Context: an optimization exercise on an open-source flow, tuned for small area. The choices shown serve that exercise and are no tape-out recipe.
At most, simulation tests tie the RTL to the original design; equivalence was not proved.
The RTL of runs 3 and 4 was laid out without a check of its function.
Power and IR drop assume default switching activity.

--- config.mk ---
export PLATFORM = sky130hd
export DESIGN_NAME = atomik_top_parallel
export DESIGN_NICKNAME = atomik_top_parallel
export VERILOG_FILES = /design/flow/design.v
export SDC_FILE = /design/flow/constraint.sdc
export NUM_CORES = 4
export LEC_CHECK = 0
export CAP_MARGIN = 20
export CORE_MARGIN = 2
export CORE_UTILIZATION = 70
export CTS_BUF_LIST = sky130_fd_sc_hd__clkbuf_8
export CTS_CLUSTER_DIAMETER = 60
export CTS_CLUSTER_SIZE = 18
export PLACE_DENSITY = 0.85
export SLEW_MARGIN = 20
--- constraint.sdc ---
create_clock -name core_clock -period 10.0 [get_ports {sys_clk}]
set_input_delay 2.0000 -clock core_clock [delete_from_list [all_inputs] [get_ports {sys_clk}]]
set_output_delay 2.0000 -clock core_clock [all_outputs]
set_load 0.01 [all_outputs]
--- design.v ---
module atomik_top_parallel #(
    parameter integer SYS_CLK_HZ = 94_500_000,
    parameter integer BAUD_RATE  = 115200,
    parameter integer N_BANKS    = 4
)(
    input  wire       sys_clk,
    input  wire       sys_rst_n,
    input  wire       uart_rx,
    output wire       uart_tx,
    output wire [5:0] led
);
    wire clk   = sys_clk;
    wire rst_n = sys_rst_n;
    localparam [22:0] HB_INIT = 23'h0AFD85;
    reg [22:0] hb;
    reg        por_done;
    reg        hb_top;
    wire       hb_low0 = ~|hb[21:0];
    always @(posedge clk or negedge rst_n) begin
        if (!rst_n) begin
            hb       <= HB_INIT;
            por_done <= 1'b0;
            hb_top   <= 1'b0;
        end else begin
            hb <= {hb[21:0], hb[22] ^ hb[17] ^ hb_low0};
            if (hb_low0 & ~hb[22]) begin
                if (por_done)
                    hb_top <= ~hb_top;
                else
                    por_done <= 1'b1;
            end
        end
    end
    localparam [9:0] RX_HALF = 10'h268;
    localparam [9:0] RX_FULL = 10'h248;
    localparam [9:0] RX_END  = 10'h377;
    reg [2:0] rx_sync;
    always @(posedge clk)
        rx_sync <= {rx_sync[1:0], uart_rx | ~por_done};
    wire rx_pin = rx_sync[2];
    localparam RX_IDLE  = 2'd0;
    localparam RX_START = 2'd1;
    localparam RX_DATA  = 2'd2;
    localparam RX_STOP  = 2'd3;
    reg [1:0] rx_state;
    reg       rx_valid;
    reg [9:0] rx_cnt;
    reg [2:0] rx_bit;       
    reg       rx_b;         
    reg       c0, c1, c_ok;  
    wire rx_end    = (rx_cnt == RX_END);
    wire rx_sample = (rx_state == RX_DATA) && rx_end;
    always @(posedge clk or negedge rst_n) begin
        if (!rst_n) begin
            rx_state <= RX_IDLE;
            rx_valid <= 1'b0;
        end else begin
            rx_valid <= 1'b0;
            case (rx_state)
                RX_IDLE:  if (!rx_pin) rx_state <= RX_START;
                RX_START: if (rx_end) rx_state <= rx_pin ? RX_IDLE : RX_DATA;
                RX_DATA:  if (rx_end && rx_bit == 3'd6) rx_state <= RX_STOP;
                RX_STOP:  if (rx_end) begin
                              rx_valid <= 1'b1;
                              rx_state <= RX_IDLE;
                          end
            endcase
        end
    end
    wire [2:0] k = rx_bit + 3'd1;
    wire exp_bit = ((k == 3'd2 || k == 3'd3) & ~c0 & ~c1) | ((k == 3'd4) & c1) | (k == 3'd6);
    always @(posedge clk) begin
        if (rx_state == RX_IDLE)
            rx_cnt <= RX_HALF;
        else if (rx_end)
            rx_cnt <= RX_FULL;
        else
            rx_cnt <= {rx_cnt[8:0], ~(rx_cnt[9] ^ rx_cnt[6])};
        if (rx_state == RX_START && rx_end)
            rx_bit <= 3'd7;
        if (rx_sample) begin
            rx_b   <= rx_pin;
            rx_bit <= k;
            if (k == 3'd0) c0 <= rx_pin;
            if (k == 3'd1) c1 <= rx_pin;
            c_ok <= (k[2:1] == 2'b00) | (c_ok & (rx_pin == exp_bit));
        end
    end
    wire rx_is_L = c_ok & ~c0 & ~c1;
    wire rx_is_A = c_ok &  c0 & ~c1;
    wire rx_is_R = c_ok & ~c0 &  c1;
    wire rx_is_S = c_ok &  c0 &  c1;
    localparam [1:0] M_IDLE  = 2'b00;
    localparam [1:0] M_LOAD  = 2'b01;
    localparam [1:0] M_ACCUM = 2'b11;
    localparam [1:0] M_RESP  = 2'b10;
    localparam [9:0] TX_END = 10'h084;    
    localparam [9:0] TX_G2  = 10'h221;
    localparam [9:0] TX_G3  = 10'h110;
    reg [1:0] mode;
    reg       cmd_active;
    reg [2:0] byte_cnt;      
    reg       is_status;
    reg       init_valid;    
    reg       acc_nz;        
    reg       nz;            
    reg       tx_busy;
    reg       tx_out;
    reg [3:0] tx_bitn;
    reg [9:0] tx_cnt;
    reg       nb;            
    wire in_idle  = (mode == M_IDLE);
    wire in_load  = (mode == M_LOAD);
    wire in_accum = (mode == M_ACCUM);
    wire in_resp  = (mode == M_RESP);
    wire in_pay   = mode[0];
    wire accept   = in_idle & rx_valid & c_ok;
    wire tx_end   = (tx_cnt == TX_END);
    wire tx_tick  = in_resp & tx_busy & tx_end;                  
    wire tx_go    = in_resp & ~tx_busy & tx_bitn[1] & tx_end;    
    wire resp_fin = in_resp & (tx_bitn == 4'd10) & (byte_cnt == 3'd0);
    reg  [5:0] ph;
    wire [2:0] slot_bit = in_pay ? rx_bit : tx_bitn[2:0];
    wire       match    = (ph == {byte_cnt, slot_bit});
    reg wpend;
    always @(posedge clk)
        wpend <= rx_sample | (wpend & ~match);
    wire wr_i = wpend & match & in_load;
    wire wr_d = wpend & match & in_accum;
    reg [63:0] ring_i;
    reg [63:0] ring_d;
    wire d_new = (ring_d[63] & acc_nz) ^ rx_b;
    always @(posedge clk) begin
        ph     <= {ph[4:0], ph[5] ^ ph[4] ^ ~|ph[4:0]};
        ring_i <= {ring_i[62:0], wr_i ? rx_b  : ring_i[63]};
        ring_d <= {ring_d[62:0], wr_d ? d_new : ring_d[63]};
    end
    wire rd_bit = (ring_i[63] & init_valid) ^ (ring_d[63] & acc_nz);
    always @(posedge clk or negedge rst_n) begin
        if (!rst_n) begin
            mode       <= M_IDLE;
            cmd_active <= 1'b0;
            init_valid <= 1'b0;
            acc_nz     <= 1'b0;
            nz         <= 1'b0;
        end else begin
            if (!in_pay)
                acc_nz <= nz;
            if (wr_d)
                nz <= nz | d_new;
            if (in_idle) begin
                cmd_active <= c_ok & rx_valid;
                if (rx_valid) begin
                    if (rx_is_L) begin
                        mode       <= M_LOAD;
                        init_valid <= 1'b1;
                        nz         <= 1'b0;
                    end
                    if (rx_is_A) begin
                        mode <= M_ACCUM;
                        nz   <= 1'b0;
                    end
                    if (rx_is_R | rx_is_S) mode <= M_RESP;
                end
            end
            if (in_pay && rx_valid && byte_cnt == 3'd7) begin
                mode       <= M_IDLE;
                cmd_active <= 1'b0;
            end
            if (resp_fin)
                mode <= M_IDLE;
        end
    end
    always @(posedge clk) begin
        if (in_idle) begin
            byte_cnt  <= {3{c0 & c1}};      
            is_status <= c0 & c1;
        end else if ((in_pay & rx_valid) | (tx_tick & tx_bitn[3] & tx_bitn[0]))
            byte_cnt <= byte_cnt + 3'd1;
    end
    always @(posedge clk)
        if (match) nb <= rd_bit;
    wire tx_data_bit = is_status ? ((tx_bitn[2:0] == 3'd7) & ~acc_nz) : nb;
    always @(posedge clk or negedge rst_n) begin
        if (!rst_n) begin
            tx_busy <= 1'b0;
            tx_out  <= 1'b1;
        end else if (tx_go) begin
            tx_busy <= 1'b1;
            tx_out  <= 1'b0;
        end else if (tx_tick) begin
            tx_out <= tx_bitn[3] ? 1'b1 : tx_data_bit;
            if (tx_bitn[3] & tx_bitn[0]) tx_busy <= 1'b0;
        end
    end
    always @(posedge clk) begin
        if (accept)
            tx_cnt <= c1 & ~c0 ? TX_G3 : TX_G2;
        else if (tx_tick & tx_bitn[3] & tx_bitn[0])
            tx_cnt <= TX_G2;
        else if (tx_end)
            tx_cnt <= 10'd0;
        else
            tx_cnt <= {tx_cnt[8:0], ~(tx_cnt[9] ^ tx_cnt[6])};
        if (accept)
            tx_bitn <= 4'd15;
        else if (tx_go)
            tx_bitn <= 4'd0;
        else if (tx_tick)
            tx_bitn <= tx_bitn + 4'd1;
    end
    assign uart_tx = tx_out;
    reg [19:0] act;
    reg        act_on;
    wire act_low0 = ~|act[18:0];
    always @(posedge clk) begin
        if (rx_valid)
            act <= 20'd1;
        else
            act <= {act[18:0], act[19] ^ act[16] ^ (act[19] & act_low0)};
    end
    always @(posedge clk or negedge rst_n) begin
        if (!rst_n)
            act_on <= 1'b0;
        else if (rx_valid)
            act_on <= 1'b1;
    end
    assign led[5] = 1'b0;
    assign led[4] = ~hb_top;
    assign led[3] = ~cmd_active;
    assign led[2] = acc_nz;
    assign led[1] = ~tx_busy;
    assign led[0] = ~act_on | (act_low0 & ~act[19]);
endmodule
--- run.sh ---
#!/bin/bash
# synth_recipe.tcl (not shown) runs the flow's synth.tcl, then flattens the netlist and writes it again
# the make line also repeats each setting of config.mk as NAME=value (left out here)
make -C /OpenROAD-flow-scripts/flow DESIGN_CONFIG=/design/flow/config.mk WORK_HOME=/design/flow/orfs CLKGATE_MAP_FILE= SYNTH_SCRIPT=/design/flow/synth_recipe.tcl finish
==> out/metrics.cfg, run 1 <==
[placed_design]
place_worst_setup_slack_ns=6.27
hpwlAfterDp_mm=5.95
place_congestion=0.813
place.detailed.instances=564
place.port_buffers=8

[drt]
detailedRoute.firstIterationViolations=132
num_vias=3151
number_of_detailed_route_iterations_in_the_first_pass=4
avgRoutedWirePerCell_um=15.6
vias_per_cell=5.37
postRouteWirelength_mm=9.17
post-route-drc-count=0
route.antenna.remaining_nets=0

[logic_synthesis]
yosys-top-cells-area=sky130_fd_sc_hd__dfxtp_1, sky130_fd_sc_hd__dfrtp_1, sky130_fd_sc_hd__edfxtp_1
yosysTopAreaCellShare_pct=57.0
yosys_register_bits=231
synthCells=456
async_flop_share_pct=16.0
synthDistinctLibCells=47
synth-seq-area-share_pct=77.4
syn_avg_cell_area_um2=14.0
number_of_synthesized_flops_with_an_enable_pin=12
synth_largest_area_cell=sky130_fd_sc_hd__dfxtp_1
synth_fp_nets=470
syn_std_cell_area_um2=6390
post_synth_top_flop=sky130_fd_sc_hd__dfxtp_1
yosys_warnings=1

[global_routing]
vias_in_the_first_global_route=3324
wire_length_of_the_first_global_routing_pass_mm=15.6
globalRoute.totalOverflow=0
grt_start_max_net_pins=38
grt_antenna_before_repair=0
grt_total_usage_pct=19.7

[floorplan]
die-area_um2=9910
num_rows=34
die_width_um=99.5
core_area_um2=8810
floorplan.die.height_um=99.5
number_of_primary_i_o_pins=10
initial_utilization_pct=72.6

[power]
p_comb_share_pct=0.3
peakVddDrop_mv=0.145
p_int_mw=1.09
switching_power_mw=0.260
pwr_density_cell_nw_per_um2=198
power.leakage_nw=2.87
swShare_pct=19.3
power_frac_seq_pct=69.0
power_frac_clock_pct=30.7

[clock_network]
number_of_cells_upsized_or_downsized_after_cts=0
clk_transition_reported_paths_ns=0.11
h-tree-depth=1
tritoncts_clock_tree=built
clk_latency_ns=0.49
clock-root-buffer=sky130_fd_sc_hd__clkbuf_8
postCtsSetupBuffers=0
cts-hold-fix-buffers=0
numCtsBuffers=16
cts.sinks=231
clk_path_buf_depth=3

[sta]
postLayoutSetupSlackWorst_ns=5.67
slew_headroom_pct=45.8
min_period_ns=4.33
hold_viol_final=0
final.period_utilization_pct=43.3
setup_total_negative_slack_ns=0
slew_viol_final=0
setup_viol=0
worst_clock_skew_ns=0.0195
tightest_slew_ns=0.813
fmaxAchievable_mhz=231
grt_setup_unrepaired=no

[final_layout]
flow.area_growth_from_synthesis_pct=6.70
final_core_util_pct=77.4
count_of_placed_standard_cells_in_the_final_layout_fillers_left_out=587
mostFrequentLayoutCell=sky130_fd_sc_hd__dfxtp_1
drive_gt1_share_pct=9.81
antenna_cells_inserted=0
mostFrequentLayoutCells=sky130_fd_sc_hd__dfxtp_1, sky130_fd_sc_hd__dfrtp_1, sky130_fd_sc_hd__nand2_1, sky130_fd_sc_hd__nor2b_1, sky130_fd_sc_hd__inv_1
nets=488

[setup_path]
critical_path_capture_point_type=primary output
worst-endpoint-arrival_ns=2.33
timing.critical_path.from_type=flop
crit_path_max_fo=2
crit_type=reg -> out
worst_ep_required_time_ns=8.00

[hold_path]
worstHoldPathType=reg -> reg

[run]
maxCapViolations=0

[outcome]
status=finished clean

==> logic make-up after synthesis <==
group / after synthesis / share of synthesized area, %
mux: 8 / 1.33
other cells: 1 / 0.0587
fa+ha+maj: 11 / 2.15
flops: 231 / 77.4
xor+xnor: 16 / 2.19
compound gates: 38 / 3.88
buf+inv: 23 / 1.51
simple gates: 128 / 11.5
==> worst paths after layout <==
| path | end | slack (ns) | cells past startpoint | start |
|---|---|---|---|---|
| worst min register to register | ring_d[61] | 0.32 | 0 | ring_d[60] |
| worst max register to register | byte_cnt[0] | 7.94 | 4 | mode[0] |
| worst min-delay path | ring_d[61] | 0.32 | 0 | ring_d[60] |
| min in group asynchronous | hb[21] | 1.60 | 1 | sys_rst_n |
| max in group asynchronous | por_done | 7.89 | 1 | sys_rst_n |
| worst max-delay path | led[0] | 5.67 | 3 | act[14] |
==> stage by stage <==
step	power, mW	hold WS (ns)	area [um2]
3_5_place_dp	0.955	0.312	6560
5_1_grt	1.39	0.324	6820
2_1_floorplan	0.951	0.310	6390
3_3_place_gp	0.955	0.312	6560
6_report	1.35	0.318	6820
4_1_cts	1.36	0.322	6820
==> routing by layer <==
layer  up-vias  global-route usage (%)  share of wire, %
met5         -                       0                 0
met2        62                    31.5                46
li1       1552                       -                 -
met3        29                    3.51               3.6
met1      1508                    27.3                47
met4         0                    7.59               2.9
==> synth_stat cells (all sizes together), types with 8 or more instances <==
cell type,instances
xor2,9
o21ai,12
edfxtp,12
nand2,21
dfxtp,182
dfstp,13
nor4,14
nand3,8
nor2b,21
dfrtp,24
and2,10
ha,11
inv,15
nor2,20
==> cell type report <==
class	count	area, um2
sequential	231	4950
fill	511	1990
multi-input combinational	202	1350
clock buffer	17	234
tap	108	135
timing repair buffer	8	75.1
inverter	15	56.3
clock inverter	6	23.8
==> critical path, stage by stage, from the launching register on <==
cell                              delay (ns)
sky130_fd_sc_hd__dfxtp_1                0.33
sky130_fd_sc_hd__or3_1                  0.38
sky130_fd_sc_hd__o41ai_1                0.49
sky130_fd_sc_hd__clkdlybuf4s50_1        0.65
==> power by group through the flow <==
stage          clock network (mW)  logic, mW  registers, mW
6_report                    0.413    0.00413          0.930
5_1_grt                     0.454    0.00495          0.930
4_1_cts                     0.423    0.00431          0.930
3_5_place_dp                    0    0.00430          0.950
3_3_place_gp                    0    0.00415          0.950
2_1_floorplan                   0    0.00104          0.950
==> sequential cells by signal (all words and copies together), names as in the netlist, 2 cells and up, named ones only <==
| register | flops |
|---|---|
| tx_cnt | 10 |
| rx_bit | 3 |
| act | 20 |
| ph | 6 |
| hb | 23 |
| mode | 2 |
| tx_bitn | 4 |
| rx_sync | 3 |
| ring_i | 64 |
| ring_d | 64 |
| byte_cnt | 3 |
| rx_cnt | 10 |
==> inputs of run 2 (changes only) <==
==> flow/run.sh (new file) <==
#!/bin/bash
# Own flow: the standard layout, with CTS told not to add dummy loads
# and with the smallest buffer on the ports.  Full tool output: flow.log
# here, ORFS's per-step logs under orfs/logs.
set -euo pipefail
export CTS_ARGS="-sink_clustering_enable -repair_clock_nets -dont_use_dummy_load -buf_list sky130_fd_sc_hd__clkbuf_8 -sink_clustering_size 18 -sink_clustering_max_diameter 60"
export BUFFER_PORTS_ARGS="-buffer_cell sky130_fd_sc_hd__buf_1"
bash standard.sh > flow.log 2>&1
==> standard.sh (new file) <==
#!/bin/bash
# synth_recipe.tcl (not shown) runs the flow's synth.tcl, then flattens the netlist and writes it again
# the make line also repeats each setting of config.mk as NAME=value (left out here)
make -C /OpenROAD-flow-scripts/flow DESIGN_CONFIG=/design/flow/config.mk WORK_HOME=/design/flow/orfs CLKGATE_MAP_FILE= SYNTH_SCRIPT=/design/flow/synth_recipe.tcl "${@:-finish}"
removed: run.sh
==> out/metrics.cfg, run 2 <==
[logic_synthesis]
number_of_synthesized_flops_with_an_enable_pin=12  ; unchanged
yosys-top-cells-area=sky130_fd_sc_hd__dfxtp_1, sky130_fd_sc_hd__dfrtp_1, sky130_fd_sc_hd__edfxtp_1
synth-seq-area-share_pct=77.4  ; unchanged
synth_largest_area_cell=sky130_fd_sc_hd__dfxtp_1
syn_std_cell_area_um2=6390  ; unchanged
yosys_warnings=1  ; unchanged
yosysTopAreaCellShare_pct=57.0  ; unchanged
most_common_cell_in_the_synthesized_netlist=sky130_fd_sc_hd__dfxtp_1
synthDistinctLibCells=47  ; unchanged
syn_avg_cell_area_um2=14.0  ; unchanged
synthCells=456  ; unchanged
post_synth_top_flop=sky130_fd_sc_hd__dfxtp_1
synthTopCellsByCount=sky130_fd_sc_hd__dfxtp_1, sky130_fd_sc_hd__dfrtp_1, sky130_fd_sc_hd__nand2_1, sky130_fd_sc_hd__nor2b_1, sky130_fd_sc_hd__nor2_1
synth_fp_nets=470  ; unchanged
async_flop_share_pct=16.0  ; unchanged
yosys_register_bits=231  ; unchanged

[drt]
post-route-drc-count=0  ; unchanged
detailedRoute.firstIterationViolations=227  ; +72%
number_of_detailed_route_iterations_in_the_first_pass=4  ; unchanged
postRouteWirelength_mm=8.95  ; -2.4%
route.antenna.remaining_nets=0  ; unchanged
num_vias=3141  ; -0.32%
vias_per_cell=5.42  ; +0.89%
avgRoutedWirePerCell_um=15.4  ; -1.2%

[clock_network]
clk_path_buf_depth=3  ; unchanged
clock-root-buffer=sky130_fd_sc_hd__clkbuf_8
clk_latency_ns=0.48  ; about the same
cts-hold-fix-buffers=0  ; unchanged
cts.sinks=231  ; unchanged
h-tree-depth=1  ; unchanged
number_of_cells_upsized_or_downsized_after_cts=0  ; unchanged
clk_transition_reported_paths_ns=0.10  ; about the same
postCtsSetupBuffers=0  ; unchanged
tritoncts_clock_tree=built
numCtsBuffers=16  ; unchanged

[power]
power.leakage_nw=2.81  ; -2.0%
pwr_density_cell_nw_per_um2=197  ; -0.51%
peakVddDrop_mv=0.153  ; +5.7%
total_power_mw=1.32  ; -1.7%

[floorplan]
number_of_primary_i_o_pins=10  ; unchanged
num_rows=34  ; unchanged
core_area_um2=8810  ; unchanged
floorplan.die.height_um=99.5  ; unchanged
die-area_um2=9910  ; unchanged
die_width_um=99.5  ; unchanged
initial_utilization_pct=72.6  ; unchanged

[outcome]
status=finished clean

[setup_path]
worst-r2r-cell-count=4  ; unchanged
crit_path_max_fo=2  ; unchanged
worst_ep_required_time_ns=8.00  ; about the same
worst-endpoint-arrival_ns=1.81  ; -0.52 ns
timing.critical_path.from_type=flop
crit_type=reg -> out
critical_path_capture_point_type=primary output

[final_layout]
biggestRegsByFlops=ring_d x64, ring_i x64, hb x23
mostFrequentLayoutCells=sky130_fd_sc_hd__dfxtp_1, sky130_fd_sc_hd__dfrtp_1, sky130_fd_sc_hd__nand2_1, sky130_fd_sc_hd__nor2b_1, sky130_fd_sc_hd__nor2_1
mostFrequentLayoutCell=sky130_fd_sc_hd__dfxtp_1
flow.area_growth_from_synthesis_pct=5.42
antenna_cells_inserted=0  ; unchanged
nets=488  ; unchanged
drive_gt1_share_pct=9.53  ; -0.28 points

[global_routing]
grt_total_usage_pct=19.4  ; -0.36 points
grt_antenna_before_repair=0  ; unchanged
wire_length_of_the_first_global_routing_pass_mm=15.4  ; -1.6%
grt_start_max_net_pins=38  ; unchanged
globalRoute.totalOverflow=0  ; unchanged
vias_in_the_first_global_route=3173  ; -4.5%

[placed_design]
hpwlAfterDp_mm=5.71  ; -4.0%
place.port_buffers=8  ; unchanged
place_congestion=0.817  ; +0.57%

[sta]
final.period_utilization_pct=38.1  ; -5.1 points
setup_viol=0  ; unchanged
setup_total_negative_slack_ns=0  ; unchanged
tightest_slew_ns=0.879  ; +0.0664 ns
grt_setup_unrepaired=no
min_period_ns=3.81  ; -0.511 ns
worst_clock_skew_ns=0.0250  ; +0.00552 ns
slew_viol_final=0  ; unchanged
fmaxAchievable_mhz=262  ; +13%
slew_headroom_pct=41.4  ; -4.4 points
hold_viol_final=0  ; unchanged

[hold_path]
timing.hold.worst_path_depth=0  ; unchanged
worstHoldPathType=reg -> reg

[run]
maxCapViolations=0  ; unchanged

-- run 2: cell counts after synthesis --
Identical to the previous run, type by type.
-- run 2: area by class of cell --
cell class | count | area [um2]
fill | 517 | 2070
multi-input combinational | 202 | 1350
sequential | 231 | 4950
timing repair buffer | 8 | 31.3
tap | 108 | 135
inverter | 15 | 56.3
clock buffer | 16 | 220
-- run 2: final timing paths --
check	slack [ns]	to	startpoint
max	6.19	led[0]	act[2]
min	0.32	rx_sync[2]	rx_sync[1]
max reg2reg	8.03	byte_cnt[0]	mode[0]
min reg2reg	0.32	rx_sync[2]	rx_sync[1]
max in group asynchronous	7.81	hb[18]	sys_rst_n
min in group asynchronous	1.63	hb[16]	sys_rst_n
-- run 2: report_power, final --
group	total, mW	switching (mW)	leakage, nW	internal [mW]
registers	0.930	0.000481	2.07	0.929
logic	0.00384	0.00325	0.626	0.000589
clock network	0.391	0.246	0.115	0.145
-- run 2: per-stage QoR --
stage	setup WS [ns]	area (um2)	std cells	hold WS (ns)	util (%)
detailed placement	6.71	6520	564	0.312	74.0
finish	6.19	6740	580	0.317	76.5
global route	6.12	6740	580	0.331	76.5
global placement	6.82	6520	564	0.312	74.0
floorplan	6.81	6390	456	0.310	-
CTS	6.18	6740	580	0.321	76.5
-- run 2: worst max-delay path, cell delays in order, from the launching register on --
cell and delay (ns):
sky130_fd_sc_hd__dfxtp_1 0.34, sky130_fd_sc_hd__nor4_1 0.34, sky130_fd_sc_hd__nand2_1 0.14, sky130_fd_sc_hd__o41ai_1 0.32, sky130_fd_sc_hd__buf_1 0.19
-- run 2: cell families after synthesis --
kind of cell | share of synthesized area, %
AOI/OAI and AO/OA | 3.88
xor gates and xnor gates | 2.19
adders and majority gates | 2.15
buffers and inverters | 1.51
DFF | 77.4
muxes | 1.33
other | 0.0587
and+or+nand+nor | 11.5
-- run 2: layer usage --
| metal | vias to the layer above | global-route usage [%] | wire length [um] |
|---|---|---|---|
| li1 | 1549 | - | - |
| met1 | 1515 | 28.0 | 4220 |
| met2 | 60 | 30.4 | 4130 |
| met3 | 17 | 3.87 | 408 |
| met4 | 0 | 5.58 | 189 |
| met5 | - | 0 | 0 |
==> inputs of run 3 (changes only) <==
--- a/design.v
+++ b/design.v
@@ -116,9 +116,9 @@
     wire in_pay   = mode[0];
     wire accept   = in_idle & rx_valid & c_ok;
     wire tx_end   = (tx_cnt == TX_END);
-    wire tx_tick  = in_resp & tx_busy & tx_end;                  
-    wire tx_go    = in_resp & ~tx_busy & tx_bitn[1] & tx_end;    
-    wire resp_fin = in_resp & (tx_bitn == 4'd10) & (byte_cnt == 3'd0);
+    wire tx_last  = tx_bitn[3] & tx_bitn[0];                   
+    wire tx_tick  = in_resp & ~(tx_last & tx_bitn[1]) & tx_end;  
+    wire resp_fin = in_resp & (tx_last & tx_bitn[1]);           
     reg  [5:0] ph;
     wire [2:0] slot_bit = in_pay ? rx_bit : tx_bitn[2:0];
     wire       match    = (ph == {byte_cnt, slot_bit});
@@ -175,7 +175,7 @@
         if (in_idle) begin
             byte_cnt  <= {3{c0 & c1}};      
             is_status <= c0 & c1;
-        end else if ((in_pay & rx_valid) | (tx_tick & tx_bitn[3] & tx_bitn[0]))
+        end else if ((in_pay & rx_valid) | (tx_tick & tx_last))
             byte_cnt <= byte_cnt + 3'd1;
     end
     always @(posedge clk)
@@ -185,29 +185,30 @@
         if (!rst_n) begin
             tx_busy <= 1'b0;
             tx_out  <= 1'b1;
-        end else if (tx_go) begin
-            tx_busy <= 1'b1;
-            tx_out  <= 1'b0;
         end else if (tx_tick) begin
-            tx_out <= tx_bitn[3] ? 1'b1 : tx_data_bit;
-            if (tx_bitn[3] & tx_bitn[0]) tx_busy <= 1'b0;
+            tx_busy <= ~tx_last;
+            tx_out  <= tx_bitn[3] ? ~tx_bitn[1] : tx_data_bit;
         end
     end
     always @(posedge clk) begin
         if (accept)
             tx_cnt <= c1 & ~c0 ? TX_G3 : TX_G2;
-        else if (tx_tick & tx_bitn[3] & tx_bitn[0])
+        else if (tx_tick & tx_last)
             tx_cnt <= TX_G2;
         else if (tx_end)
             tx_cnt <= 10'd0;
         else
             tx_cnt <= {tx_cnt[8:0], ~(tx_cnt[9] ^ tx_cnt[6])};
         if (accept)
-            tx_bitn <= 4'd15;
-        else if (tx_go)
-            tx_bitn <= 4'd0;
-        else if (tx_tick)
-            tx_bitn <= tx_bitn + 4'd1;
+            tx_bitn <= 4'd10;
+        else if (tx_tick) begin
+            if (tx_bitn[3] & tx_bitn[1])
+                tx_bitn <= 4'd0;
+            else if (tx_last)
+                tx_bitn <= {3'b101, byte_cnt == 3'd7};
+            else
+                tx_bitn <= tx_bitn + 4'd1;
+        end
     end
     assign uart_tx = tx_out;
     reg [19:0] act;
==> flow/run.sh (replaced) <==
#!/bin/bash
# Own flow: the standard layout, with CTS told not to add dummy loads
# and with the smallest buffer on the ports.  Full tool output: flow.log
# here, ORFS's per-step logs under orfs/logs.
set -euo pipefail
export CTS_ARGS="-sink_clustering_enable -repair_clock_nets -dont_use_dummy_load -buf_list sky130_fd_sc_hd__clkbuf_16 -sink_clustering_size 30 -sink_clustering_max_diameter 80"
export BUFFER_PORTS_ARGS="-buffer_cell sky130_fd_sc_hd__buf_1"
bash standard.sh > flow.log 2>&1
==> out/metrics.cfg, run 3 <==
[floorplan]
die-area_um2=9900  ; about the same
core_area_um2=8760  ; -0.48%
initial_utilization_pct=72.9  ; +0.31 points
num_rows=34  ; unchanged
floorplan.die.height_um=99.5  ; about the same
die_width_um=99.5  ; about the same
number_of_primary_i_o_pins=10  ; unchanged

[power]
peakVddDrop_mv=0.202  ; +32%
pwr_density_cell_nw_per_um2=204  ; +3.5%
power.leakage_nw=2.83  ; +0.86%
total_power_mw=1.38  ; +4.4%

[sta]
final.period_utilization_pct=36.8  ; -1.4 points
whs_ns=0.326  ; +0.00860 ns
tightest_slew_ns=0.903  ; +0.0243 ns
grt_setup_unrepaired=no
fmaxAchievable_mhz=272  ; +3.7%
slew_headroom_pct=39.8  ; -1.6 points
setup_viol=0  ; unchanged
slew_viol_final=0  ; unchanged
hold_viol_final=0  ; unchanged
worst_clock_skew_ns=0.0211  ; -0.00392 ns
min_period_ns=3.68  ; -0.136 ns
setup_total_negative_slack_ns=0  ; unchanged

[global_routing]
grt_total_usage_pct=20.7  ; +1.4 points
wire_length_of_the_first_global_routing_pass_mm=16.3  ; +6.3%
vias_in_the_first_global_route=3248  ; +2.4%
grt_start_max_net_pins=38  ; unchanged
grt_antenna_before_repair=0  ; unchanged
globalRoute.totalOverflow=0  ; unchanged

[hold_path]
worstHoldPathType=reg -> reg

[logic_synthesis]
number_of_synthesized_flops_with_an_enable_pin=12  ; unchanged
synthDistinctLibCells=51  ; +8.5%
yosys-top-cells-area=sky130_fd_sc_hd__dfxtp_1, sky130_fd_sc_hd__dfrtp_1, sky130_fd_sc_hd__edfxtp_1
yosysTopAreaCellShare_pct=57.1  ; about the same
syn_std_cell_area_um2=6390  ; about the same
yosys_warnings=1  ; unchanged
syn_avg_cell_area_um2=14.1  ; +0.38%
post_synth_top_flop=sky130_fd_sc_hd__dfxtp_1
yosys_register_bits=231  ; unchanged
most_common_cell_in_the_synthesized_netlist=sky130_fd_sc_hd__dfxtp_1
synth_fp_nets=466  ; -0.85%
synthTopCellsByCount=sky130_fd_sc_hd__dfxtp_1, sky130_fd_sc_hd__nor2b_1, sky130_fd_sc_hd__dfrtp_1
synth_largest_area_cell=sky130_fd_sc_hd__dfxtp_1
synthCells=454  ; -0.44%
synth-seq-area-share_pct=77.4  ; about the same
async_flop_share_pct=16.0  ; unchanged

[run]
maxCapViolations=0  ; unchanged

[setup_path]
worst-endpoint-arrival_ns=1.68  ; -0.13 ns
critical_path_capture_point_type=primary output
cp_cell_sequence=nor4_1 -> nand2_1 -> o41ai_1 -> buf_1
worst_ep_required_time_ns=8.00  ; about the same
timing.critical_path.from_type=flop
crit_path_max_fo=2  ; unchanged
cp_slowest_stage_delay_ns=0.32  ; -0.02 ns
cpMaxStageDelayCell=sky130_fd_sc_hd__dfxtp_1
crit_type=reg -> out

[placed_design]
place_congestion=0.792  ; -3.1%
place.port_buffers=8  ; unchanged
detailed_place.area_um2=6520  ; about the same
hpwlAfterDp_mm=5.54  ; -3.0%

[clock_network]
number_of_cells_upsized_or_downsized_after_cts=0  ; unchanged
clock-root-buffer=sky130_fd_sc_hd__clkbuf_16
clk_transition_reported_paths_ns=0.10  ; about the same
clk_path_buf_depth=3  ; unchanged
cts-hold-fix-buffers=0  ; unchanged
cts.sinks=231  ; unchanged
clk_latency_ns=0.45  ; -0.03 ns
numCtsBuffers=11  ; -5
h-tree-depth=1  ; unchanged
postCtsSetupBuffers=0  ; unchanged
tritoncts_clock_tree=built

[final_layout]
nets=479  ; -1.8%
mostFrequentLayoutCells=sky130_fd_sc_hd__dfxtp_1, sky130_fd_sc_hd__nor2b_1, sky130_fd_sc_hd__dfrtp_1
final_core_util_pct=77.5  ; +0.99 points
mostFrequentLayoutCell=sky130_fd_sc_hd__dfxtp_1
layout.cell_area.non_filler_um2=6790  ; +0.80%
flow.area_growth_from_synthesis_pct=6.33
register_area_um2=4950  ; unchanged
fillers=506  ; -2.1%
multi_input_area_um2=1350  ; +0.19%
drive_gt1_share_pct=9.46  ; -0.072 points
biggestRegsByFlops=ring_d x64, ring_i x64, hb x23
antenna_cells_inserted=0  ; unchanged

[drt]
avgRoutedWirePerCell_um=16.3  ; +5.6%
post-route-drc-count=0  ; unchanged
num_vias=3138  ; -0.096%
postRouteWirelength_mm=9.33  ; +4.3%
met2RoutedLength_mm=4.38  ; +6.2%
route.antenna.remaining_nets=0  ; unchanged
detailedRoute.firstIterationViolations=171  ; -25%
met1_wire_length_mm=4.36  ; +3.2%
vias_per_cell=5.48  ; +1.1%
met3RoutedLength_um=357  ; -13%
max_layer_used=met4
number_of_detailed_route_iterations_in_the_first_pass=4  ; unchanged

[outcome]
status=finished clean

## run 3: changes by cell type after synthesis, sizes merged, moves of 2 or more
cell,previous run,this run
a22oi,0,2
mux2,4,6
nor2b,21,25
inv,15,12
a21oi,6,11
a31oi,4,1
ha,11,9
o31ai,0,2
nor2,20,17
and2,10,6
## run 3: per-layer routing
layer / vias up / GRT usage [%]
met4: 0 / 6.43
met5: - / 0
met3: 20 / 3.58
met1: 1519 / 30.0
li1: 1543 / -
met2: 56 / 32.7
## run 3: layout make-up
type | instances | share of cell area, %
Timing Repair Buffer | 9 | 0.571
Tap cell | 108 | 1.99
Multi-Input combinational cell | 202 | 19.9
Sequential cell | 231 | 72.8
Inverter | 12 | 0.663
Clock buffer | 11 | 4.05
## run 3: power by group
group / total, mW / internal [mW] / switching, mW
clock: 0.448 / 0.199 / 0.249
sequential: 0.930 / 0.929 / 0.000611
combinational: 0.00389 / 0.000567 / 0.00333
total: 1.38 / 1.13 / 0.253
## run 3: metrics by stage
step | instances | setup WS (ns)
floorplan | 454 | 6.81
global placement | 562 | 6.82
detailed placement | 562 | 6.82
CTS | 573 | 6.32
global route | 573 | 6.19
finish | 573 | 6.32
## run 3: critical path: cells and delay by family, from the launching register on
| kind | cells | cell delay, ns |
|---|---|---|
| DFF | 1 | 0.32 |
| buffers and inverters | 1 | 0.18 |
| and+or+nand+nor | 2 | 0.41 |
| AOI/OAI and AO/OA | 1 | 0.32 |
## run 3: worst paths after layout
check | end | depth (start not counted) | start | slack, ns
worst max-delay path | led[0] | 4 | act[2] | 6.32
worst min-delay path | rx_sync[1] | 0 | rx_sync[0] | 0.33
worst max register to register | c_ok | 5 | rx_bit[0] | 7.93
worst min register to register | rx_sync[1] | 0 | rx_sync[0] | 0.33
max in group asynchronous | act_on | 1 | sys_rst_n | 7.76
min in group asynchronous | rx_valid | 1 | sys_rst_n | 1.67
## run 3: kinds of logic after synthesis
group           after synthesis  share of synthesized area [%]
xor+xnor                     16                           2.19
flops                       231                           77.4
buf+inv                      21                           1.41
compound gates               42                           4.23
other cells                   1                         0.0587
simple gates                124                           11.2
fa+ha+maj                     9                           1.76
mux                          10                           1.68
==> inputs of run 4 (changes only) <==
==> flow/run.sh (replaced) <==
#!/bin/bash
# Own flow: the standard layout, with CTS told not to add dummy loads
# and with the smallest buffer on the ports.  Full tool output: flow.log
# here, ORFS's per-step logs under orfs/logs.
set -euo pipefail
export CTS_ARGS="-sink_clustering_enable -repair_clock_nets -dont_use_dummy_load -buf_list sky130_fd_sc_hd__clkbuf_4 -sink_clustering_size 9 -sink_clustering_max_diameter 40"
export BUFFER_PORTS_ARGS="-buffer_cell sky130_fd_sc_hd__buf_1"
bash standard.sh > flow.log 2>&1
==> out/metrics.cfg, run 4 <==
[clock_network]
cts-hold-fix-buffers=0  ; unchanged
clk_latency_ns=0.58  ; +0.13 ns
clk_path_buf_depth=3  ; unchanged
h-tree-depth=1  ; unchanged
clk_transition_reported_paths_ns=0.09  ; about the same
tritoncts_clock_tree=built
number_of_cells_upsized_or_downsized_after_cts=0  ; unchanged
numCtsBuffers=29  ; +18
clock-root-buffer=sky130_fd_sc_hd__clkbuf_4
cts.sinks=231  ; unchanged
postCtsSetupBuffers=0  ; unchanged

[hold_path]
hp_start=ring_i[50]
min_delay_worst_endpoint=ring_i[51]
timing.hold.worst_path_depth=0  ; unchanged
worstHoldPathType=reg -> reg

[final_layout]
biggestRegsByFlops=ring_d x64, ring_i x64, hb x23
drive_gt1_share_pct=12.8  ; +3.4 points
fillers=529  ; +4.5%
count_of_placed_standard_cells_in_the_final_layout_fillers_left_out=591  ; +3.1%
mostFrequentLayoutCell=sky130_fd_sc_hd__dfxtp_1
layout.cell_area.non_filler_um2=6730  ; -0.85%
mostFrequentLayoutCells=sky130_fd_sc_hd__dfxtp_1, sky130_fd_sc_hd__clkbuf_4, sky130_fd_sc_hd__nor2b_1
nets=497  ; +3.8%
flow.area_growth_from_synthesis_pct=5.43
final_core_util_pct=76.8  ; -0.66 points
antenna_cells_inserted=0  ; unchanged

[logic_synthesis]
number_of_synthesized_flops_with_an_enable_pin=12  ; unchanged
basic_gate_share_of_the_synthesized_area_counting_and_or_nand_and_nor_cells_pct=11.2  ; unchanged
yosys-top-cells-area=sky130_fd_sc_hd__dfxtp_1, sky130_fd_sc_hd__dfrtp_1, sky130_fd_sc_hd__edfxtp_1
synthTopCellsByCount=sky130_fd_sc_hd__dfxtp_1, sky130_fd_sc_hd__nor2b_1, sky130_fd_sc_hd__dfrtp_1
synthCells=454  ; unchanged
async_flop_share_pct=16.0  ; unchanged
post_synth_fa_ha_maj_area_fraction_pct=1.76  ; unchanged
syn_avg_cell_area_um2=14.1  ; unchanged
most_common_cell_in_the_synthesized_netlist=sky130_fd_sc_hd__dfxtp_1
synth_largest_area_cell=sky130_fd_sc_hd__dfxtp_1
synth-seq-area-share_pct=77.4  ; unchanged
yosys_register_bits=231  ; unchanged
synth_xor_area_share_pct=2.19  ; unchanged
post_synth_top_flop=sky130_fd_sc_hd__dfxtp_1
synth_top_family_by_area=simple AND/OR/NAND/NOR gates
syn_std_cell_area_um2=6390  ; unchanged
fraction_of_the_mapped_netlist_area_in_compound_gates_pct=4.23  ; unchanged
yosysTopAreaCellShare_pct=57.1  ; unchanged
yosys_warnings=1  ; unchanged
muxShareOfSynthArea_pct=1.68  ; unchanged
synth_fp_nets=466  ; unchanged
synthDistinctLibCells=51  ; unchanged

[setup_path]
worst-r2r-cell-count=5  ; unchanged
cpMaxStageDelayCell=sky130_fd_sc_hd__or3_1
crit_type=reg -> out
worst_ep_required_time_ns=8.00  ; about the same
cp_cell_sequence=or3_1 -> o41ai_1 -> buf_1
critical_path_capture_point_type=primary output
crit-reg2reg-launch=rx_bit[0]
worst_path_dominant_cell_family=simple AND/OR/NAND/NOR gates
r2r-end=c_ok
worst-endpoint-arrival_ns=1.80  ; +0.12 ns
crit_path_max_fo=2  ; unchanged
r2r_setup_slack_ns=8.01  ; +0.08 ns
cp_num_buf_inv=1  ; unchanged
cp_slowest_stage_delay_ns=0.38  ; +0.06 ns
timing.critical_path.from_type=flop

[floorplan]
initial_utilization_pct=72.9  ; unchanged
die-area_um2=9900  ; unchanged
floorplan.die.height_um=99.5  ; unchanged
number_of_primary_i_o_pins=10  ; unchanged
num_rows=34  ; unchanged
core_area_um2=8760  ; unchanged
die_width_um=99.5  ; unchanged

[drt]
avgRoutedWirePerCell_um=14.6  ; -11%
post-route-drc-count=0  ; unchanged
route.antenna.remaining_nets=0  ; unchanged
detailedRoute.firstIterationViolations=164  ; -4.1%
vias_per_cell=5.37  ; -2.0%
num_vias=3173  ; +1.1%
postRouteWirelength_mm=8.60  ; -7.8%
number_of_detailed_route_iterations_in_the_first_pass=4  ; unchanged

[sta]
whs_ns=0.327  ; +0.000964 ns
setup_total_negative_slack_ns=0  ; unchanged
grt_setup_unrepaired=no
final.period_utilization_pct=38.0  ; +1.2 points
slew_headroom_pct=40.4  ; +0.59 points
tightest_slew_ns=0.894  ; -0.00891 ns
min_period_ns=3.80  ; +0.120 ns
slew_viol_final=0  ; unchanged
worst_clock_skew_ns=0.0241  ; +0.00296 ns
fmaxAchievable_mhz=263  ; -3.2%
hold_viol_final=0  ; unchanged
postLayoutSetupSlackWorst_ns=6.20  ; -0.120 ns
setup_viol=0  ; unchanged

[global_routing]
globalRoute.totalOverflow=0  ; unchanged
grt_antenna_before_repair=0  ; unchanged
vias_in_the_first_global_route=3310  ; +1.9%
grt_total_usage_pct=19.2  ; -1.6 points
grt_start_max_net_pins=38  ; unchanged
wire_length_of_the_first_global_routing_pass_mm=15.3  ; -6.1%

[placed_design]
detailed_place.area_um2=6520  ; unchanged
hpwlAfterDp_mm=5.54  ; unchanged
place_worst_setup_slack_ns=6.82  ; unchanged
place.port_buffers=8  ; unchanged
place_congestion=0.792  ; unchanged
place.detailed.instances=562  ; unchanged

[power]
peakVddDrop_mv=0.138  ; -31%
total_power_mw=1.32  ; -4.6%
power.leakage_nw=2.83  ; about the same
pwr_density_cell_nw_per_um2=196  ; -3.7%

[outcome]
status=finished clean

[run]
maxCapViolations=0  ; unchanged

run 4: worst max-delay path by stage:
stage | start | to | depth (start not counted)
2_1_floorplan | act[14] | led[0] | 2
3_3_place_gp | act[14] | led[0] | 3
3_5_place_dp | act[2] | led[0] | 4
4_1_cts | act[14] | led[0] | 3
5_1_grt | act[10] | led[0] | 4
6_report | act[14] | led[0] | 3
run 4: area by class of cell:
type | instances | area (um2) | area share (%)
Tap cell | 108 | 135 | 2.01
Sequential cell | 231 | 4950 | 73.5
Timing Repair Buffer | 9 | 38.8 | 0.576
Multi-Input combinational cell | 202 | 1350 | 20.1
Inverter | 12 | 45.0 | 0.669
Clock buffer | 29 | 218 | 3.23
run 4: metal layers:
layer	vias up	wire [um]	GRT usage, %	share of wire [%]
li1	1587	-	-	-
met1	1501	4090	28.4	48
met2	63	3950	29.4	46
met3	22	341	3.51	4.0
met4	0	215	5.90	2.5
met5	-	0	0	0
run 4: where the power goes:
part / internal, mW / switching (mW) / leakage [nW]
Combinational: 0.000566 / 0.00328 / 0.629
Clock: 0.133 / 0.253 / 0.133
Sequential: 0.929 / 0.000565 / 2.07
Total: 1.06 / 0.256 / 2.83
run 4: logic make-up (layout without fill, tap and decap cells):
family | count (synthesis) | count (layout)
AO/OA/AOI/OAI | 42 | 42
XOR/XNOR | 16 | 16
adder cells (fa/ha/maj) | 9 | 9
buffers and inverters | 21 | 50
flip-flops | 231 | 231
multiplexers | 10 | 10
other | 1 | 1
AND/OR/NAND/NOR | 124 | 124
==> inputs of run 5 (changes only) <==
--- a/design.v
+++ b/design.v
@@ -38,52 +38,47 @@
     always @(posedge clk)
         rx_sync <= {rx_sync[1:0], uart_rx | ~por_done};
     wire rx_pin = rx_sync[2];
-    localparam RX_IDLE  = 2'd0;
-    localparam RX_START = 2'd1;
-    localparam RX_DATA  = 2'd2;
-    localparam RX_STOP  = 2'd3;
-    reg [1:0] rx_state;
+    localparam [3:0] RXP_IDLE = 4'd13;
+    reg [3:0] rx_ph;
     reg       rx_valid;
     reg [9:0] rx_cnt;
-    reg [2:0] rx_bit;       
-    reg       rx_b;         
+    reg       rx_b;          
     reg       c0, c1, c_ok;  
     wire rx_end    = (rx_cnt == RX_END);
-    wire rx_sample = (rx_state == RX_DATA) && rx_end;
-    always @(posedge clk or negedge rst_n) begin
-        if (!rst_n) begin
-            rx_state <= RX_IDLE;
+    wire rx_idle   = (rx_ph == RXP_IDLE);
+    wire rx_start  = (rx_ph == 4'd14);
+    wire rx_stop   = (rx_ph == 4'd7);
+    wire rx_data   = rx_ph[3] ? (rx_ph[1:0] == 2'b11) : ~rx_stop;    
+    wire rx_sample = rx_data & rx_end;
+    always @(posedge clk or negedge rst_n) begin
+        if (!rst_n) begin
+            rx_ph    <= RXP_IDLE;
             rx_valid <= 1'b0;
         end else begin
-            rx_valid <= 1'b0;
-            case (rx_state)
-                RX_IDLE:  if (!rx_pin) rx_state <= RX_START;
-                RX_START: if (rx_end) rx_state <= rx_pin ? RX_IDLE : RX_DATA;
-                RX_DATA:  if (rx_end && rx_bit == 3'd6) rx_state <= RX_STOP;
-                RX_STOP:  if (rx_end) begin
-                              rx_valid <= 1'b1;
-                              rx_state <= RX_IDLE;
-                          end
-            endcase
-        end
-    end
-    wire [2:0] k = rx_bit + 3'd1;
-    wire exp_bit = ((k == 3'd2 || k == 3'd3) & ~c0 & ~c1) | ((k == 3'd4) & c1) | (k == 3'd6);
-    always @(posedge clk) begin
-        if (rx_state == RX_IDLE)
+            rx_valid <= rx_stop & rx_end;
+            if (rx_idle) begin
+                if (!rx_pin) rx_ph <= 4'd14;
+            end else if (rx_end) begin
+                if (rx_stop | (rx_start & rx_pin))
+                    rx_ph <= RXP_IDLE;
+                else
+                    rx_ph <= rx_ph + 4'd1;
+            end
+        end
+    end
+    wire exp_bit = ((rx_ph == 4'd1 || rx_ph == 4'd2) & ~c0 & ~c1) | ((rx_ph == 4'd3) & c1) | (rx_ph == 4'd5);
+    always @(posedge clk) begin
+        if (rx_idle)
             rx_cnt <= RX_HALF;
         else if (rx_end)
             rx_cnt <= RX_FULL;
         else
             rx_cnt <= {rx_cnt[8:0], ~(rx_cnt[9] ^ rx_cnt[6])};
-        if (rx_state == RX_START && rx_end)
-            rx_bit <= 3'd7;
         if (rx_sample) begin
-            rx_b   <= rx_pin;
-            rx_bit <= k;
-            if (k == 3'd0) c0 <= rx_pin;
-            if (k == 3'd1) c1 <= rx_pin;
-            c_ok <= (k[2:1] == 2'b00) | (c_ok & (rx_pin == exp_bit));
+            rx_b <= rx_pin;
+            if (rx_ph == 4'd15) c0 <= rx_pin;
+            if (rx_ph == 4'd0)  c1 <= rx_pin;
+            c_ok <= (rx_ph == 4'd15) | (c_ok & ((rx_ph == 4'd0) | (rx_pin == exp_bit)));
         end
     end
     wire rx_is_L = c_ok & ~c0 & ~c1;
@@ -120,7 +115,7 @@
     wire tx_tick  = in_resp & ~(tx_last & tx_bitn[1]) & tx_end;  
     wire resp_fin = in_resp & (tx_last & tx_bitn[1]);           
     reg  [5:0] ph;
-    wire [2:0] slot_bit = in_pay ? rx_bit : tx_bitn[2:0];
+    wire [2:0] slot_bit = in_pay ? rx_ph[2:0] : tx_bitn[2:0];
     wire       match    = (ph == {byte_cnt, slot_bit});
     reg wpend;
     always @(posedge clk)
==> flow/run.sh (replaced) <==
#!/bin/bash
# Own flow: the standard layout, with CTS told not to add dummy loads
# and with the smallest buffer on the ports.  Full tool output: flow.log
# here, ORFS's per-step logs under orfs/logs.
set -euo pipefail
export CTS_ARGS="-sink_clustering_enable -repair_clock_nets -dont_use_dummy_load -buf_list sky130_fd_sc_hd__clkbuf_8 -sink_clustering_size 21 -sink_clustering_max_diameter 45"
export BUFFER_PORTS_ARGS="-buffer_cell sky130_fd_sc_hd__buf_1"
bash standard.sh > flow.log 2>&1
==> out/metrics.cfg, run 5 <==
[setup_path]
crit_path_max_fo=2  ; unchanged
worst_ep_required_time_ns=8.00  ; about the same
critical_path_capture_point_type=primary output
crit_type=reg -> out
worst-endpoint-arrival_ns=1.74  ; -0.06 ns
worst-r2r-cell-count=4  ; -1
cpMaxStageDelayCell=sky130_fd_sc_hd__or3_1
timing.critical_path.from_type=flop
cp_slowest_stage_delay_ns=0.39  ; about the same
crit-reg2reg-launch=tx_cnt[5]
r2r-end=byte_cnt[0]
worst_path_dominant_cell_family=simple AND/OR/NAND/NOR gates
r2r_setup_slack_ns=7.80  ; -0.21 ns
cp_num_buf_inv=1  ; unchanged
cp_cell_sequence=or3_1 -> o41ai_1 -> buf_1

[hold_path]
hp_start=ring_d[53]
min_delay_worst_endpoint=ring_d[54]
worstHoldPathType=reg -> reg
timing.hold.worst_path_depth=0  ; unchanged

[final_layout]
drive_gt1_share_pct=8.94  ; -3.9 points
mostFrequentLayoutCell=sky130_fd_sc_hd__dfxtp_1
biggestRegsByFlops=ring_d x64, ring_i x64, hb x23
mostFrequentLayoutCells=sky130_fd_sc_hd__dfxtp_1, sky130_fd_sc_hd__nand2_1, sky130_fd_sc_hd__nor2b_1, sky130_fd_sc_hd__dfrtp_1, sky130_fd_sc_hd__o21ai_0
layout.cell_area.non_filler_um2=6690  ; -0.67%
antenna_cells_inserted=0  ; unchanged
nets=494  ; -0.60%
flow.area_growth_from_synthesis_pct=5.20

[logic_synthesis]
yosys-top-cells-area=sky130_fd_sc_hd__dfxtp_1, sky130_fd_sc_hd__dfrtp_1, sky130_fd_sc_hd__dfstp_2
basic_gate_share_of_the_synthesized_area_counting_and_or_nand_and_nor_cells_pct=12.1  ; +0.86 points
most_common_cell_in_the_synthesized_netlist=sky130_fd_sc_hd__dfxtp_1
syn_std_cell_area_um2=6360  ; -0.45%
synthDistinctLibCells=48  ; -5.9%
async_flop_share_pct=17.0  ; +0.94 points
number_of_synthesized_flops_with_an_enable_pin=9  ; -3
synth_largest_area_cell=sky130_fd_sc_hd__dfxtp_1
syn_avg_cell_area_um2=13.6  ; -3.4%
synth_top_family_by_area=simple AND/OR/NAND/NOR gates
muxShareOfSynthArea_pct=1.14  ; -0.54 points
synthTopCellsByCount=sky130_fd_sc_hd__dfxtp_1, sky130_fd_sc_hd__nand2_1, sky130_fd_sc_hd__dfrtp_1, sky130_fd_sc_hd__nor2b_1, sky130_fd_sc_hd__o21ai_0
yosys_warnings=1  ; unchanged
yosys_register_bits=230  ; -0.43%
synthCells=468  ; +3.1%
synth-seq-area-share_pct=77.2  ; -0.22 points
synth_fp_nets=479  ; +2.8%
post_synth_fa_ha_maj_area_fraction_pct=1.57  ; -0.19 points
synth_xor_area_share_pct=1.93  ; -0.27 points
post_synth_top_flop=sky130_fd_sc_hd__dfxtp_1
fraction_of_the_mapped_netlist_area_in_compound_gates_pct=4.47  ; +0.24 points
yosysTopAreaCellShare_pct=57.3  ; +0.26 points

[floorplan]
num_rows=34  ; unchanged
number_of_primary_i_o_pins=10  ; unchanged
core_area_um2=8760  ; unchanged
initial_utilization_pct=72.5  ; -0.33 points
floorplan.die.height_um=99.3  ; -0.22%
die_width_um=99.3  ; -0.22%
die-area_um2=9860  ; -0.43%

[placed_design]
place_congestion=0.766  ; -3.3%
hpwlAfterDp_mm=5.94  ; +7.3%
detailed_place.area_um2=6470  ; -0.73%
place_worst_setup_slack_ns=6.78  ; -0.0423 ns
place.port_buffers=8  ; unchanged

[global_routing]
grt_total_usage_pct=20.2  ; +1.1 points
grt_start_max_net_pins=40  ; +5.3%
vias_in_the_first_global_route=3287  ; -0.69%
wire_length_of_the_first_global_routing_pass_mm=15.8  ; +3.3%
globalRoute.totalOverflow=0  ; unchanged
grt_antenna_before_repair=0  ; unchanged

[clock_network]
postCtsSetupBuffers=0  ; unchanged
number_of_cells_upsized_or_downsized_after_cts=0  ; unchanged
cts-hold-fix-buffers=0  ; unchanged
tritoncts_clock_tree=built
h-tree-depth=1  ; unchanged
clock-root-buffer=sky130_fd_sc_hd__clkbuf_8
cts.sinks=230  ; -0.43%
clk_path_buf_depth=3  ; unchanged
clk_latency_ns=0.49  ; -0.09 ns
numCtsBuffers=16  ; -45%
clk_transition_reported_paths_ns=0.12  ; +0.03 ns

[sta]
slew_headroom_pct=35.8  ; -4.6 points
tightest_slew_ns=0.964  ; +0.0693 ns
hold_viol_final=0  ; unchanged
setup_viol=0  ; unchanged
setup_total_negative_slack_ns=0  ; unchanged
slew_viol_final=0  ; unchanged
final.period_utilization_pct=37.4  ; -0.61 points
grt_setup_unrepaired=no
postLayoutSetupSlackWorst_ns=6.26  ; +0.0614 ns
worst_clock_skew_ns=0.0563  ; +0.0323 ns
min_period_ns=3.74  ; -0.0614 ns
fmaxAchievable_mhz=268  ; +1.6%

[drt]
detailedRoute.firstIterationViolations=152  ; -7.3%
avgRoutedWirePerCell_um=16.0  ; +10%
route.antenna.remaining_nets=0  ; unchanged
postRouteWirelength_mm=9.43  ; +9.6%
num_vias=3246  ; +2.3%
number_of_detailed_route_iterations_in_the_first_pass=4  ; unchanged
post-route-drc-count=0  ; unchanged
vias_per_cell=5.51  ; +2.6%

[power]
peakVddDrop_mv=0.172  ; +24%
power_frac_seq_pct=69.9  ; -0.6 points
p_int_mw=1.07  ; +0.66%
swShare_pct=19.2  ; -0.25 points
switching_power_mw=0.254  ; -0.92%
power.leakage_nw=2.80  ; -1.2%
power_frac_clock_pct=29.8  ; +0.6 points
pwr_density_cell_nw_per_um2=198  ; +1.0%
p_comb_share_pct=0.3  ; about the same

[outcome]
status=finished clean

[run]
maxCapViolations=0  ; unchanged

## run 5: cell types whose count changed in the layout (fill, tap and decap cells not counted), moves of 4 or more
cell / before / now
sky130_fd_sc_hd__clkbuf_4: 29 / 0
sky130_fd_sc_hd__o21ai_0: 11 / 19
sky130_fd_sc_hd__nor3_1: 3 / 7
sky130_fd_sc_hd__a21oi_1: 11 / 15
sky130_fd_sc_hd__clkbuf_8: 0 / 16
sky130_fd_sc_hd__mux2_2: 6 / 2
sky130_fd_sc_hd__nand2_1: 21 / 31
## run 5: worst reg2reg max path, stage by stage (launching register included)
cell                       delay [ns]
sky130_fd_sc_hd__dfxtp_1         0.32
sky130_fd_sc_hd__or4b_1          0.59
sky130_fd_sc_hd__nor4b_4         0.42
sky130_fd_sc_hd__nand4b_1        0.33
sky130_fd_sc_hd__nand2_1         0.22
## run 5: how the worst max path moves through the flow
stage / start / endpoint / slack (ns) / cells after the start
after floorplan: act[14] / led[0] / 6.80 / 2
after global placement: act[2] / led[0] / 6.80 / 4
after detailed placement: act[14] / led[0] / 6.78 / 3
after CTS: act[14] / led[0] / 6.26 / 3
after global routing: act[6] / led[0] / 6.10 / 4
final: act[14] / led[0] / 6.26 / 3
## run 5: layout make-up
| cell class | count | area, um2 |
|---|---|---|
| Sequential cell | 230 | 4910 |
| Fill cell | 522 | 2080 |
| Multi-Input combinational cell | 216 | 1350 |
| Clock buffer | 16 | 220 |
| Tap cell | 108 | 135 |
| Inverter | 11 | 41.3 |
| Timing Repair Buffer | 8 | 31.3 |
## run 5: cell families after synthesis
kind of cell	after synthesis
DFF	230
AOI/OAI and AO/OA	49
muxes	7
xor gates and xnor gates	14
buffers and inverters	22
adders and majority gates	8
and+or+nand+nor	137
other	1
## run 5: power groups by stage
stage / combinational, mW / sequential, mW / clock, mW
floorplan: 0.00132 / 0.945 / 0
global placement: 0.00399 / 0.945 / 0
detailed placement: 0.00417 / 0.945 / 0
CTS: 0.00418 / 0.925 / 0.403
global route: 0.00465 / 0.925 / 0.439
finish: 0.00399 / 0.925 / 0.395
## run 5: per-layer routing
metal | track usage [%] | wire, um | up-vias
met3 | 3.44 | 340 | 22
met1 | 28.5 | 4330 | 1571
met4 | 7.06 | 263 | 0
met2 | 32.4 | 4490 | 70
li1 | - | - | 1583
met5 | 0 | 0 | -
## run 5: through the flow
step	std cells	utilization [%]	hold slack (ns)	power [mW]
after global routing	589	76.3	0.336	1.37
final	589	76.3	0.322	1.32
after detailed placement	573	73.8	0.312	0.949
after CTS	589	76.3	0.334	1.33
after global placement	573	73.8	0.312	0.949
after floorplan	468	-	0.310	0.946
==> inputs of run 6 (changes only) <==
==> flow/run.sh (replaced) <==
#!/bin/bash
# Own flow: the standard layout, with CTS told not to add dummy loads
# and with the smallest buffer on the ports.  Full tool output: flow.log
# here, ORFS's per-step logs under orfs/logs.
set -euo pipefail
export CTS_ARGS="-sink_clustering_enable -repair_clock_nets -dont_use_dummy_load -buf_list sky130_fd_sc_hd__clkbuf_4 -sink_clustering_size 13 -sink_clustering_max_diameter 30"
export BUFFER_PORTS_ARGS="-buffer_cell sky130_fd_sc_hd__buf_1"
bash standard.sh > flow.log 2>&1
==> out/metrics.cfg, run 6 <==
[outcome]
status=finished clean

[logic_synthesis]
synth_xor_area_share_pct=1.93  ; unchanged
post_synth_fa_ha_maj_area_fraction_pct=1.57  ; unchanged
async_flop_share_pct=17.0  ; unchanged
synth_largest_area_cell=sky130_fd_sc_hd__dfxtp_1
synthCells=468  ; unchanged
post_synth_top_flop=sky130_fd_sc_hd__dfxtp_1
yosys_warnings=1  ; unchanged
most_common_cell_in_the_synthesized_netlist=sky130_fd_sc_hd__dfxtp_1
yosys_register_bits=230  ; unchanged
fraction_of_the_mapped_netlist_area_in_compound_gates_pct=4.47  ; unchanged
syn_std_cell_area_um2=6360  ; unchanged
synth_fp_nets=479  ; unchanged
number_of_synthesized_flops_with_an_enable_pin=9  ; unchanged
yosysTopAreaCellShare_pct=57.3  ; unchanged
basic_gate_share_of_the_synthesized_area_counting_and_or_nand_and_nor_cells_pct=12.1  ; unchanged
synth-seq-area-share_pct=77.2  ; unchanged
syn_avg_cell_area_um2=13.6  ; unchanged
muxShareOfSynthArea_pct=1.14  ; unchanged
synthTopCellsByCount=sky130_fd_sc_hd__dfxtp_1, sky130_fd_sc_hd__nand2_1, sky130_fd_sc_hd__dfrtp_1, sky130_fd_sc_hd__nor2b_1, sky130_fd_sc_hd__o21ai_0
synthDistinctLibCells=48  ; unchanged
synth_top_family_by_area=simple AND/OR/NAND/NOR gates
yosys-top-cells-area=sky130_fd_sc_hd__dfxtp_1, sky130_fd_sc_hd__dfrtp_1, sky130_fd_sc_hd__dfstp_2

[power]
total_power_mw=1.34  ; +1.6%
swShare_pct=19.5  ; +0.35 points
power_frac_seq_pct=68.8  ; -1.1 points
switching_power_mw=0.263  ; +3.5%
peakVddDrop_mv=0.121  ; -30%
power.leakage_nw=2.84  ; +1.5%
pwr_density_cell_nw_per_um2=200  ; +1.1%
p_int_mw=1.08  ; +1.1%
power_frac_clock_pct=30.9  ; +1.1 points
p_comb_share_pct=0.3  ; about the same

[run]
maxCapViolations=0  ; unchanged

[sta]
slew_viol_final=0  ; unchanged
fmaxAchievable_mhz=265  ; -0.87%
setup_viol=0  ; unchanged
whs_ns=0.283  ; -0.0391 ns
slew_headroom_pct=35.4  ; -0.32 points
postLayoutSetupSlackWorst_ns=6.23  ; -0.0329 ns
min_period_ns=3.77  ; +0.0329 ns
hold_viol_final=0  ; unchanged
setup_total_negative_slack_ns=0  ; unchanged
worst_clock_skew_ns=0.0770  ; +0.0207 ns
grt_setup_unrepaired=no
tightest_slew_ns=0.968  ; +0.00487 ns
final.period_utilization_pct=37.7  ; +0.33 points

[drt]
vias_per_cell=5.41  ; -1.8%
postRouteWirelength_mm=9.36  ; -0.81%
detailedRoute.firstIterationViolations=116  ; -24%
num_vias=3284  ; +1.2%
avgRoutedWirePerCell_um=15.4  ; -3.7%
route.antenna.remaining_nets=0  ; unchanged
number_of_detailed_route_iterations_in_the_first_pass=7  ; +3
post-route-drc-count=0  ; unchanged

[setup_path]
timing.critical_path.from_type=flop
worst_ep_required_time_ns=8.00  ; about the same
critPathCapture=led[0]
crit_type=reg -> out
crit-reg2reg-launch=tx_cnt[5]
r2r_setup_slack_ns=7.79  ; about the same
worst-r2r-cell-count=4  ; unchanged
crit_path_max_fo=2  ; unchanged
critical_path_capture_point_type=primary output
worst-endpoint-arrival_ns=1.77  ; +0.03 ns
r2r-end=byte_cnt[1]
worstSetupStartpoint=act[14]

[final_layout]
flow.area_growth_from_synthesis_pct=5.75
drive_gt1_share_pct=12.2  ; +3.3 points
antenna_cells_inserted=0  ; unchanged
count_of_placed_standard_cells_in_the_final_layout_fillers_left_out=607  ; +3.1%
biggestRegsByFlops=ring_d x64, ring_i x64, hb x23
final_core_util_pct=76.7  ; +0.40 points
mostFrequentLayoutCells=sky130_fd_sc_hd__dfxtp_1, sky130_fd_sc_hd__clkbuf_4, sky130_fd_sc_hd__nand2_1
register_area_um2=4910  ; unchanged
nets=512  ; +3.6%
multi_input_area_um2=1350  ; unchanged
mostFrequentLayoutCell=sky130_fd_sc_hd__dfxtp_1
fillers=523  ; +0.19%
layout.cell_area.non_filler_um2=6720  ; +0.52%

[clock_network]
clk_latency_ns=0.55  ; +0.06 ns
clk_path_buf_depth=3  ; unchanged
cts.sinks=230  ; unchanged
cts-hold-fix-buffers=0  ; unchanged
numCtsBuffers=34  ; +18
number_of_cells_upsized_or_downsized_after_cts=0  ; unchanged
tritoncts_clock_tree=built
clk_transition_reported_paths_ns=0.11  ; about the same
clock-root-buffer=sky130_fd_sc_hd__clkbuf_4
postCtsSetupBuffers=0  ; unchanged
h-tree-depth=2  ; +1

[floorplan]
number_of_primary_i_o_pins=10  ; unchanged
initial_utilization_pct=72.5  ; unchanged
floorplan.die.height_um=99.3  ; unchanged
core_area_um2=8760  ; unchanged
num_rows=34  ; unchanged
die_width_um=99.3  ; unchanged
die-area_um2=9860  ; unchanged

[global_routing]
globalRoute.totalOverflow=0  ; unchanged
grt_antenna_before_repair=0  ; unchanged
vias_in_the_first_global_route=3412  ; +3.8%
grt_start_max_net_pins=40  ; unchanged
grt_total_usage_pct=20.3  ; +0.031 points
wire_length_of_the_first_global_routing_pass_mm=15.9  ; +0.52%

[placed_design]
place_worst_setup_slack_ns=6.78  ; unchanged
place.port_buffers=8  ; unchanged
hpwlAfterDp_mm=5.94  ; unchanged
place.detailed.instances=573  ; unchanged
place_congestion=0.766  ; unchanged
detailed_place.area_um2=6470  ; unchanged

[hold_path]
worstHoldPathType=reg -> reg

run 6: worst min path at each step:
stage                     startpoint         end  slack, ns  cells past startpoint
final                         hb[10]      hb[11]       0.28                      0
after global routing      rx_sync[1]  rx_sync[2]       0.29                      0
after floorplan            ring_d[9]  ring_d[10]       0.31                      0
after global placement    ring_i[43]  ring_i[44]       0.31                      0
after CTS                     hb[10]      hb[11]       0.28                      0
after detailed placement  ring_i[46]  ring_i[47]       0.31                      0
run 6: area by class of cell:
cell class / instances / share of cell area [%]
timing repair buffer: 8 / 0.465
tap: 108 / 2.01
multi-input combinational: 216 / 20.1
inverter: 11 / 0.614
sequential: 230 / 73.0
clock buffer: 34 / 3.80
run 6: per-layer routing:
layer / global-route usage, % / vias to the layer above / part of all wire, %
li1: - / 1631 / -
met3: 4.57 / 8 / 3.6
met1: 28.4 / 1587 / 48
met4: 6.85 / 0 / 0.78
met2: 31.9 / 58 / 47
met5: 0 / - / 0
run 6: logic make-up (layout without fill, tap and decap cells):
group	after synthesis	after routing
buffers and inverters	22	53
flip-flops	230	230
multiplexers	7	7
XOR/XNOR	14	14
adder cells (fa/ha/maj)	8	8
other	1	1
AO/OA/AOI/OAI	49	49
AND/OR/NAND/NOR	137	137
run 6: power by group through the flow:
stage | combinational [mW] | sequential, mW | clock [mW]
2_1_floorplan | 0.00132 | 0.945 | 0
3_3_place_gp | 0.00399 | 0.945 | 0
3_5_place_dp | 0.00417 | 0.945 | 0
4_1_cts | 0.00417 | 0.925 | 0.429
5_1_grt | 0.00465 | 0.925 | 0.472
6_report | 0.00397 | 0.925 | 0.416
run 6: worst max-delay path, cell delays in order (launching register included):
cell	delay, ns
sky130_fd_sc_hd__dfxtp_1	0.31
sky130_fd_sc_hd__or3_1	0.38
sky130_fd_sc_hd__o41ai_1	0.37
sky130_fd_sc_hd__buf_1	0.19

## static timing again, ports no longer ideal
How much do the figures lean on ideal ports? The routed layouts below were timed once more, with nothing changed but the port constraints. Step 1, drivers: a clkbuf_16 drives sys_clk and a buf_2 each remaining input, both assumed. Step 2 adds t to the input delays and takes it off the output delays; t is the mean of the earliest and latest rising clock arrival at the registers after step 1. Input paths then give back, and output paths get back, about the clock's delay inside the block. Slacks: no drivers / after step 1 / after step 2; pairs: no drivers / after step 1.
run | shift t [ns] | setup slack, ns | worst data-port slew with drivers (ns)
run 1 | 0.510 | 5.675 / 5.646 / 6.157 | 0.03
run 2 | 0.495 | 6.185 / 6.154 / 6.650 | 0.03
run 3 | 0.475 | 6.321 / 6.287 / 6.761 | 0.03
run 4 | 0.600 | 6.201 / 6.172 / 6.772 | 0.03
run 5 | 0.496 | 6.262 / 6.231 / 6.726 | 0.03
run 6 | 0.538 | 6.230 / 6.202 / 6.741 | 0.03
After both steps every run listed still meets setup and hold.
